From an optimization exercise on the open Yosys and OpenROAD flow, aimed at small area, a short achievable clock period and few clock cycles per item; shortcuts taken in it are not production practice. At most, simulation tests tie the RTL to the original design; equivalence was not proved. No activity file was given, so power comes from the tool's default toggle rates.

==> module suma_fp, before the edit <==
module suma_fp(input clk, input rst, input start, input [31:0] A, B, output [31:0] Y, output done);
wire        sA = A[31], sB = B[31];
wire [7:0]  eA = A[30:23], eB = B[30:23];
wire [23:0] mA = {1'b1, A[22:0]}, mB = {1'b1, B[22:0]};
wire [8:0]  de    = {1'b0, eA} - {1'b0, eB};
wire        e_lt  = de[8];                    
wire [7:0]  d     = de[7:0] ^ {8{e_lt}};
wire [23:0] Xm    = e_lt ? mB : mA;           
wire [23:0] Zm    = e_lt ? {1'b0, mA[23:1]} : mB;    
wire [7:0]  ex    = e_lt ? eB : eA;
wire        xs    = e_lt ? sB : sA;
wire        zs    = e_lt ? sA : sB;
wire        big   = |d[7:5];
wire        far   = big | (d[4] & d[3]) | (e_lt & d[4] & d[2] & d[1] & d[0]);
wire [23:0] Zs    = big ? 24'd0 : (Zm >> d[4:0]);
wire        sub   = sA ^ sB;
wire        q     = sub & zs & far;
wire [23:0] opa = Xm;
wire [23:0] opb = Zs ^ {24{sub}};
wire [23:0] g0  = opa & opb;
wire [23:0] p0  = opa ^ opb;
wire [23:0] G [0:5];
wire [23:0] P [0:5];
assign G[0] = g0;
assign P[0] = p0;
genvar l, k;
generate
  for (l = 0; l < 5; l = l + 1) begin : lv
    for (k = 0; k < 24; k = k + 1) begin : bt
      if ((k >> l) & 1) begin : cmb
        localparam integer J = ((k >> l) << l) - 1;
        assign G[l+1][k] = G[l][k] | (P[l][k] & G[l][J]);
        assign P[l+1][k] = P[l][k] & P[l][J];
      end else begin : pas
        assign G[l+1][k] = G[l][k];
        assign P[l+1][k] = P[l][k];
      end
    end
  end
endgenerate
wire        cout = G[5][23];
wire        eac  = sub & ~q & cout;
wire [23:0] cy   = {G[5][22:0] | (P[5][22:0] & {23{eac}}), eac};
wire [23:0] S    = p0 ^ cy ^ {24{inv}};      
wire        inv  = sub & (q | ~cout);
wire        neg  = sub ? (q | (cout ? xs : zs)) : sA;
reg [24:0] r_q;       
reg [7:0]  e1_q;      
reg        neg_q;
reg        done_q;
always @(posedge clk) begin
  r_q    <= {~sub & cout, S};
  e1_q   <= ex + 8'd1;
  neg_q  <= neg;
  done_q <= start & ~rst;
end
wire [24:0] rm = r_q;
reg [4:0] lz;
integer i;
always @* begin
  lz = 5'd25;
  for (i = 0; i < 25; i = i + 1)
    if (rm[i]) lz = 5'd24 - i[4:0];
end
wire [24:0] nrm  = rm << lz;
wire        zero = ~|rm;
wire [7:0]  eo   = e1_q - {3'd0, lz};
assign Y    = {neg_q & ~zero, eo & {8{~zero}}, nrm[23:1]};
assign done = done_q;
endmodule
clock: 20.0 ns
lec_check: 0
abc_area: 1
cap_margin: 0
core_margin: 2
core_utilization: 75
cts_buf_list: sky130_fd_sc_hd__clkbuf_4
place_density: 0.9
slew_margin: 0
standard.sh (not shown) runs the stock make flow with config.mk's settings and CLKGATE_MAP_FILE= SYNTH_SCRIPT=/design/flow/synth_recipe.tcl, a recipe that flattens the netlist after the stock synthesis.
==> flow/flow/run.sh <==
#!/bin/bash
set -e
export BUFFER_PORTS_ARGS="-buffer_cell sky130_fd_sc_hd__buf_1"
export SETUP_SLACK_MARGIN=10.5
bash standard.sh > standard.log 2>&1
Change:
--- a/flow/design.v
+++ b/flow/design.v
@@ -42,8 +42,9 @@
 wire        eac  = sub & ~q & cout;
 wire [23:0] cy   = {G[5][22:0] | (P[5][22:0] & {23{eac}}), eac};
-wire [23:0] S    = p0 ^ cy ^ {24{inv}};      
+wire [23:0] S    = p0 ^ cy;
 wire        inv  = sub & (q | ~cout);
 wire        neg  = sub ? (q | (cout ? xs : zs)) : sA;
 reg [24:0] r_q;       
+reg        inv_q;     
 reg [7:0]  e1_q;      
 reg        neg_q;
@@ -51,9 +52,10 @@
 always @(posedge clk) begin
   r_q    <= {~sub & cout, S};
+  inv_q  <= inv;
   e1_q   <= ex + 8'd1;
   neg_q  <= neg;
   done_q <= start & ~rst;
 end
-wire [24:0] rm = r_q;
+wire [24:0] rm = {r_q[24], r_q[23:0] ^ {24{inv_q}}};
 reg [4:0] lz;
 integer i;
- setup slack is better by 0.21 ns
- power went up by 3.6%
- synthesized area went down by 3.6%
- routed wire length went down by 19%
- clock-buffer cell count does not change
- maximum frequency went up by 2.3%
- via count went down by 13%
- utilization went down by 4.2 points
- combinational power went up by 7.7%
Testbench counts after the change, summed over its fixed seeds: cycles 3,200, items 3,200.
Only the layout flow was run in the first run of this note; the RTL was not checked for function there.


suma_fp, a different RTL version from the one above (not shown whole).
Size in the first run: ~1200 cells after synthesis, roughly 36 flip-flops, ~6600 sq um of cells after synthesis.
==> module suma_fp, before the edit <==
module suma_fp(input clk, input rst, input start, input [31:0] A, B, output [31:0] Y, output done);
wire        sA = A[31], sB = B[31];
wire [7:0]  eA = A[30:23], eB = B[30:23];
wire [23:0] mA = {1'b1, A[22:0]}, mB = {1'b1, B[22:0]};
wire        e_lt  = eA < eB;                  
wire [7:0]  d     = e_lt ? (eB - eA) : (eA - eB);
wire [23:0] Xm    = e_lt ? mB : mA;           
wire [23:0] Zm    = e_lt ? mA : mB;           
wire [7:0]  ex    = e_lt ? eB : eA;
wire        xs    = e_lt ? sB : sA;
wire        zs    = e_lt ? sA : sB;
wire        far   = d > 8'd23;
wire [23:0] Zs    = far ? 24'd0 : (Zm >> d[4:0]);
wire        sub   = sA ^ sB;
wire        q     = sub & zs & far;
wire [23:0] opa = Xm;
wire [23:0] opb = Zs ^ {24{sub}};
wire [23:0] g0  = opa & opb;
wire [23:0] p0  = opa ^ opb;
wire [23:0] G [0:5];
wire [23:0] P [0:5];
assign G[0] = g0;
assign P[0] = p0;
genvar l, k;
generate
  for (l = 0; l < 5; l = l + 1) begin : lv
    for (k = 0; k < 24; k = k + 1) begin : bt
      if ((k >> l) & 1) begin : cmb
        localparam integer J = ((k >> l) << l) - 1;
        assign G[l+1][k] = G[l][k] | (P[l][k] & G[l][J]);
        assign P[l+1][k] = P[l][k] & P[l][J];
      end else begin : pas
        assign G[l+1][k] = G[l][k];
        assign P[l+1][k] = P[l][k];
      end
    end
  end
endgenerate
wire        cout = G[5][23];
wire        eac  = sub & ~q & cout;
wire [23:0] cy   = {G[5][22:0] | (P[5][22:0] & {23{eac}}), eac};
wire [23:0] S    = p0 ^ cy;
wire        inv  = sub & (q | ~cout);
wire        neg  = sub ? (q | (cout ? xs : zs)) : sA;
reg [24:0] r_q;       
reg        inv_q;     
reg [7:0]  e1_q;      
reg        neg_q;
reg        done_q;
always @(posedge clk) begin
  r_q    <= {~sub & cout, S};
  inv_q  <= inv;
  e1_q   <= ex + 8'd1;
  neg_q  <= neg;
  done_q <= start & ~rst;
end
wire [24:0] rm = {r_q[24], r_q[23:0] ^ {24{inv_q}}};
reg [4:0] lz;
integer i;
always @* begin
  lz = 5'd25;
  for (i = 0; i < 25; i = i + 1)
    if (rm[i]) lz = 5'd24 - i[4:0];
end
wire [24:0] nrm  = rm << lz;
wire        zero = ~|rm;
wire [7:0]  eo   = e1_q - {3'd0, lz};
assign Y    = zero ? 32'd0 : {neg_q, eo, nrm[23:1]};
assign done = done_q;
endmodule
==> flow/config.mk <==
export PLATFORM = sky130hd
export DESIGN_NAME = suma_fp
export DESIGN_NICKNAME = suma_fp
export VERILOG_FILES = /design/flow/design.v
export SDC_FILE = /design/flow/constraint.sdc
export NUM_CORES = 4
export LEC_CHECK = 0
export ABC_AREA = 1
export CAP_MARGIN = 20
export CORE_MARGIN = 2
export CORE_UTILIZATION = 40
export PLACE_DENSITY = 0.6
export SLEW_MARGIN = 20
==> flow/constraint.sdc <==
create_clock -name core_clock -period 20.0 [get_ports {clk}]
set_input_delay 4.0000 -clock core_clock [delete_from_list [all_inputs] [get_ports {clk}]]
set_output_delay 4.0000 -clock core_clock [all_outputs]
set_load 0.01 [all_outputs]
==> flow/flow/run.sh <==
#!/bin/bash
set -e
export BUFFER_PORTS_ARGS="-buffer_cell sky130_fd_sc_hd__buf_1"
export SETUP_SLACK_MARGIN=0
bash standard.sh > standard.log 2>&1
Testbench counts at the start, summed over its fixed seeds: cycles 3,200, items 3,200.
Edit:
--- a/flow/design.v
+++ b/flow/design.v
@@ -3,13 +3,15 @@
 wire [7:0]  eA = A[30:23], eB = B[30:23];
 wire [23:0] mA = {1'b1, A[22:0]}, mB = {1'b1, B[22:0]};
-wire        e_lt  = eA < eB;                  
-wire [7:0]  d     = e_lt ? (eB - eA) : (eA - eB);
+wire [8:0]  de    = {1'b0, eA} - {1'b0, eB};
+wire        e_lt  = de[8];                    
+wire [7:0]  d     = de[7:0] ^ {8{e_lt}};
 wire [23:0] Xm    = e_lt ? mB : mA;           
-wire [23:0] Zm    = e_lt ? mA : mB;           
+wire [23:0] Zm    = e_lt ? {1'b0, mA[23:1]} : mB;    
 wire [7:0]  ex    = e_lt ? eB : eA;
 wire        xs    = e_lt ? sB : sA;
 wire        zs    = e_lt ? sA : sB;
-wire        far   = d > 8'd23;
-wire [23:0] Zs    = far ? 24'd0 : (Zm >> d[4:0]);
+wire        big   = |d[7:5];
+wire        far   = big | (d[4] & d[3]) | (e_lt & d[4] & d[2] & d[1] & d[0]);
+wire [23:0] Zs    = big ? 24'd0 : (Zm >> d[4:0]);
 wire        sub   = sA ^ sB;
 wire        q     = sub & zs & far;
After rerunning: Setup slack gets better by 0.76 ns; wire length shrinks by 4.6%; global-route usage shrinks by 0.12 points; die area shrinks by 4.8%; fmax grows by 7.3%; design area shrinks by about 4%.
Testbench counts after the change, summed over its fixed seeds: cycles 3,200, items 3,200.


Setup of main:
suma_fp again, from the RTL that the note above started with.
clock: 20.0 ns
lec_check: 0
abc_area: 1
cap_margin: 20
core_margin: 2
core_utilization: 40
place_density: 0.6
slew_margin: 20
==> flow/flow/run.sh <==
#!/bin/bash
set -e
export BUFFER_PORTS_ARGS="-buffer_cell sky130_fd_sc_hd__buf_1"
export SETUP_SLACK_MARGIN=10
bash standard.sh > standard.log 2>&1
Testbench counts of main, summed over its fixed seeds: cycles 3,200, items 3,200.
> inputs changed (main -> the feature branch)
--- a/flow/design.v
+++ b/flow/design.v
@@ -1,19 +1,21 @@
 module suma_fp(input clk, input rst, input start, input [31:0] A, B, output [31:0] Y, output done);
 wire        sA = A[31], sB = B[31];
 wire [7:0]  eA = A[30:23], eB = B[30:23];
 wire [23:0] mA = {1'b1, A[22:0]}, mB = {1'b1, B[22:0]};
-wire        e_lt  = eA < eB;                  
-wire [7:0]  d     = e_lt ? (eB - eA) : (eA - eB);
+wire [8:0]  de    = {1'b0, eA} - {1'b0, eB};
+wire        e_lt  = de[8];                    
+wire [7:0]  d     = de[7:0] ^ {8{e_lt}};
 wire [23:0] Xm    = e_lt ? mB : mA;           
-wire [23:0] Zm    = e_lt ? mA : mB;           
+wire [23:0] Zm    = e_lt ? {1'b0, mA[23:1]} : mB;    
 wire [7:0]  ex    = e_lt ? eB : eA;
 wire        xs    = e_lt ? sB : sA;
 wire        zs    = e_lt ? sA : sB;
-wire        far   = d > 8'd23;
-wire [23:0] Zs    = far ? 24'd0 : (Zm >> d[4:0]);
+wire        big   = |d[7:5];
+wire        far   = big | (d[4] & d[3]) | (e_lt & d[4] & d[2] & d[1] & d[0]);
+wire [23:0] Zs    = big ? 24'd0 : (Zm >> d[4:0]);
 wire        sub   = sA ^ sB;
 wire        q     = sub & zs & far;
 wire [23:0] opa = Xm;
 wire [23:0] opb = Zs ^ {24{sub}};
 wire [23:0] g0  = opa & opb;
 wire [23:0] p0  = opa ^ opb;
@@ -62,9 +64,9 @@
   for (i = 0; i < 25; i = i + 1)
     if (rm[i]) lz = 5'd24 - i[4:0];
 end
 wire [24:0] nrm  = rm << lz;
 wire        zero = ~|rm;
 wire [7:0]  eo   = e1_q - {3'd0, lz};
-assign Y    = zero ? 32'd0 : {neg_q, eo, nrm[23:1]};
+assign Y    = {neg_q & ~zero, eo & {8{~zero}}, nrm[23:1]};
 assign done = done_q;
 endmodule
[summary]
- As of the feature branch, non-clock inverter instance count of the final layout had fallen by more than 10% compared to main.
- Measured against each other, the feature branch and main differ in critical path depth, the lower figure coming from the feature branch.
- Delta (the feature branch minus main): worst setup margin climbed 190 ps, die area down 5.4%, design area down 710 sq um.
- Looking at wire length of the first global-routing pass across the feature branch and main, the one that comes out higher is main.
- Going from main to the feature branch, number of cells in the design after placement shrinks by 103.
- main has a higher area added between synthesis and finish than the feature branch.
- From main to the feature branch the numbers moved as follows: vias after detailed routing went down, shortest clock period the worst path allows after layout now smaller, number of gates resized after cts went down by 14.
Testbench counts of the feature branch, summed over its fixed seeds: cycles 3,200, items 3,200.


The RTL this note starts from:
==> flow/design.v <==
module suma_fp(input clk, input rst, input start, input [31:0] A, B, output [31:0] Y, output done);
wire        sA = A[31], sB = B[31];
wire [7:0]  eA = A[30:23], eB = B[30:23];
wire [23:0] mA = {1'b1, A[22:0]}, mB = {1'b1, B[22:0]};
wire [7:0]  de    = eA - eB;
wire [7:0]  lt0 = ~eA & eB;
wire [7:0]  eq0 = ~(eA ^ eB);
wire [3:0]  lt1 = {lt0[7] | (eq0[7] & lt0[6]), lt0[5] | (eq0[5] & lt0[4]),
                   lt0[3] | (eq0[3] & lt0[2]), lt0[1] | (eq0[1] & lt0[0])};
wire [3:0]  eq1 = {eq0[7] & eq0[6], eq0[5] & eq0[4], eq0[3] & eq0[2], eq0[1] & eq0[0]};
wire [1:0]  lt2 = {lt1[3] | (eq1[3] & lt1[2]), lt1[1] | (eq1[1] & lt1[0])};
wire        e_lt = lt2[1] | (eq1[3] & eq1[2] & lt2[0]);    
wire [7:0]  d     = de[7:0] ^ {8{e_lt}};
wire [23:0] Xm    = e_lt ? mB : mA;           
wire [23:0] Zm    = e_lt ? {1'b0, mA[23:1]} : mB;    
wire [7:0]  ex    = e_lt ? eB : eA;
wire        xs    = e_lt ? sB : sA;
wire        zs    = e_lt ? sA : sB;
wire        big   = |d[7:5];
wire        far   = big | (d[4] & d[3]) | (e_lt & d[4] & d[2] & d[1] & d[0]);
wire [23:0] Zs    = big ? 24'd0 : (Zm >> d[4:0]);
wire        sub   = sA ^ sB;
wire        q     = sub & zs & far;
wire [23:0] opa = Xm;
wire [23:0] opb = Zs ^ {24{sub}};
wire [23:0] g0  = opa & opb;
wire [23:0] p0  = opa ^ opb;
wire [23:0] G [0:5];
wire [23:0] P [0:5];
assign G[0] = g0;
assign P[0] = p0;
genvar l, k;
generate
  for (l = 0; l < 5; l = l + 1) begin : lv
    for (k = 0; k < 24; k = k + 1) begin : bt
      if ((k >> l) & 1) begin : cmb
        localparam integer J = ((k >> l) << l) - 1;
        assign G[l+1][k] = G[l][k] | (P[l][k] & G[l][J]);
        assign P[l+1][k] = P[l][k] & P[l][J];
      end else begin : pas
        assign G[l+1][k] = G[l][k];
        assign P[l+1][k] = P[l][k];
      end
    end
  end
endgenerate
wire        cout = G[5][23];
wire        eac  = sub & ~q & cout;
wire [23:0] cy   = {G[5][22:0] | (P[5][22:0] & {23{eac}}), eac};
wire [23:0] S    = p0 ^ cy;
wire        inv  = sub & (q | ~cout);
wire        neg  = sub ? (q | (cout ? xs : zs)) : sA;
reg [24:0] r_q;       
reg        inv_q;     
reg [7:0]  e1_q;      
reg        neg_q;
reg        done_q;
always @(posedge clk) begin
  r_q    <= {~sub & cout, S};
  inv_q  <= inv;
  e1_q   <= ex + 8'd1;
  neg_q  <= neg;
  done_q <= start & ~rst;
end
wire [24:0] rm = {r_q[24], r_q[23:0] ^ {24{inv_q}}};
reg [4:0] lz;
integer i;
always @* begin
  lz = 5'd25;
  for (i = 0; i < 25; i = i + 1)
    if (rm[i]) lz = 5'd24 - i[4:0];
end
wire [24:0] nrm  = rm << lz;
wire        zero = ~|rm;
wire [7:0]  eo   = e1_q - {3'd0, lz};
assign Y    = {neg_q & ~zero, eo & {8{~zero}}, nrm[23:1]};
assign done = done_q;
endmodule
==> flow/config.mk <==
export PLATFORM = sky130hd
export DESIGN_NAME = suma_fp
export DESIGN_NICKNAME = suma_fp
export VERILOG_FILES = /design/flow/design.v
export SDC_FILE = /design/flow/constraint.sdc
export NUM_CORES = 4
export LEC_CHECK = 0
export ABC_AREA = 1
export CAP_MARGIN = 20
export CORE_MARGIN = 2
export CORE_UTILIZATION = 65
export CTS_BUF_LIST = sky130_fd_sc_hd__clkbuf_4
export PLACE_DENSITY = 0.8
export SLEW_MARGIN = 20
==> flow/constraint.sdc <==
create_clock -name core_clock -period 20.0 [get_ports {clk}]
set_input_delay 4.0000 -clock core_clock [delete_from_list [all_inputs] [get_ports {clk}]]
set_output_delay 4.0000 -clock core_clock [all_outputs]
set_load 0.01 [all_outputs]
==> flow/flow/run.sh <==
#!/bin/bash
set -e
export BUFFER_PORTS_ARGS="-buffer_cell sky130_fd_sc_hd__buf_1"
export SETUP_SLACK_MARGIN=10.5
bash standard.sh > standard.log 2>&1
Then changed:
--- a/flow/design.v
+++ b/flow/design.v
@@ -3,12 +3,6 @@
 wire [7:0]  eA = A[30:23], eB = B[30:23];
 wire [23:0] mA = {1'b1, A[22:0]}, mB = {1'b1, B[22:0]};
-wire [7:0]  de    = eA - eB;
-wire [7:0]  lt0 = ~eA & eB;
-wire [7:0]  eq0 = ~(eA ^ eB);
-wire [3:0]  lt1 = {lt0[7] | (eq0[7] & lt0[6]), lt0[5] | (eq0[5] & lt0[4]),
-                   lt0[3] | (eq0[3] & lt0[2]), lt0[1] | (eq0[1] & lt0[0])};
-wire [3:0]  eq1 = {eq0[7] & eq0[6], eq0[5] & eq0[4], eq0[3] & eq0[2], eq0[1] & eq0[0]};
-wire [1:0]  lt2 = {lt1[3] | (eq1[3] & lt1[2]), lt1[1] | (eq1[1] & lt1[0])};
-wire        e_lt = lt2[1] | (eq1[3] & eq1[2] & lt2[0]);    
+wire [8:0]  de    = {1'b0, eA} - {1'b0, eB};
+wire        e_lt  = de[8];                    
 wire [7:0]  d     = de[7:0] ^ {8{e_lt}};
 wire [23:0] Xm    = e_lt ? mB : mA;           
=> Critical path depth climbs by 1. Final area drops by 4.4%. Power drops by 4.7%. First-iteration DRC count drops by 6.8%. Area after synthesis drops by 2.9%. Cell count drops by 3.9%. Synthesized cell count drops by 3.2%. Fmax drops by 0.73%. Setup slack loses 0.068 ns. Hold slack gains 0.028 ns. Sequential power is about the same. Clock-buffer cell count drops by 1.
Testbench counts after the change, summed over its fixed seeds: cycles 3,200, items 3,200.
No functional check of the RTL was part of the first run of this note.

==> separate check: timing with driven ports <==
In the flow no input, the clock included, has a driving cell. The finished layouts below were timed again as built, in two steps. Step 1 assumes that a clkbuf_16 drives the clock port and a buf_2 every other input. Step 2 adds t to the input delays and takes it off the output delays; t is the mean of the earliest and latest rising clock arrival at the registers after step 1. Input paths then give back, and output paths get back, about the clock's delay inside the block. a / b / c = no drivers / after step 1 / after step 2; a / b = the first two.
run | t (ns) | slack for setup (ns) | hold slack, ns | latest minus earliest clock arrival (ns) | worst data-port slew with drivers (ns)
the first run of note 1 | 0.380 | 10.534 / 10.544 / 10.164 | 3.793 / 3.786 / 4.166 | 0.007 / 0.008 | 0.05
the second run of note 1 | 0.360 | 10.745 / 10.748 / 10.388 | 3.809 / 3.812 / 4.173 | 0.013 / 0.013 | 0.04
the first run of note 2 | 0.304 | 8.758 / 8.770 / 8.466 | 3.874 / 3.863 / 4.167 | 0.005 / 0.004 | 0.04
the second run of note 2 | 0.302 | 9.521 / 9.533 / 9.231 | 3.866 / 3.857 / 4.159 | 0.005 / 0.005 | 0.04
main | 0.306 | 10.327 / 10.341 / 10.035 | 3.871 / 3.859 / 4.166 | 0.005 / 0.005 | 0.04
the feature branch | 0.305 | 10.514 / 10.529 / 10.224 | 3.884 / 3.871 / 4.176 | 0.002 / 0.002 | 0.04
the first run of note 4 | 0.367 | 10.820 / 10.827 / 10.459 | 3.786 / 3.779 / 4.147 | 0.015 / 0.015 | 0.03
the second run of note 4 | 0.358 | 10.752 / 10.757 / 10.399 | 3.813 / 3.825 / 4.183 | 0.015 / 0.016 | 0.04
After both steps setup and hold are still met in every run listed. The setup slack of the first run of note 1, which loses most, moves by +0.010 ns with the drivers and by -0.370 ns with both steps.
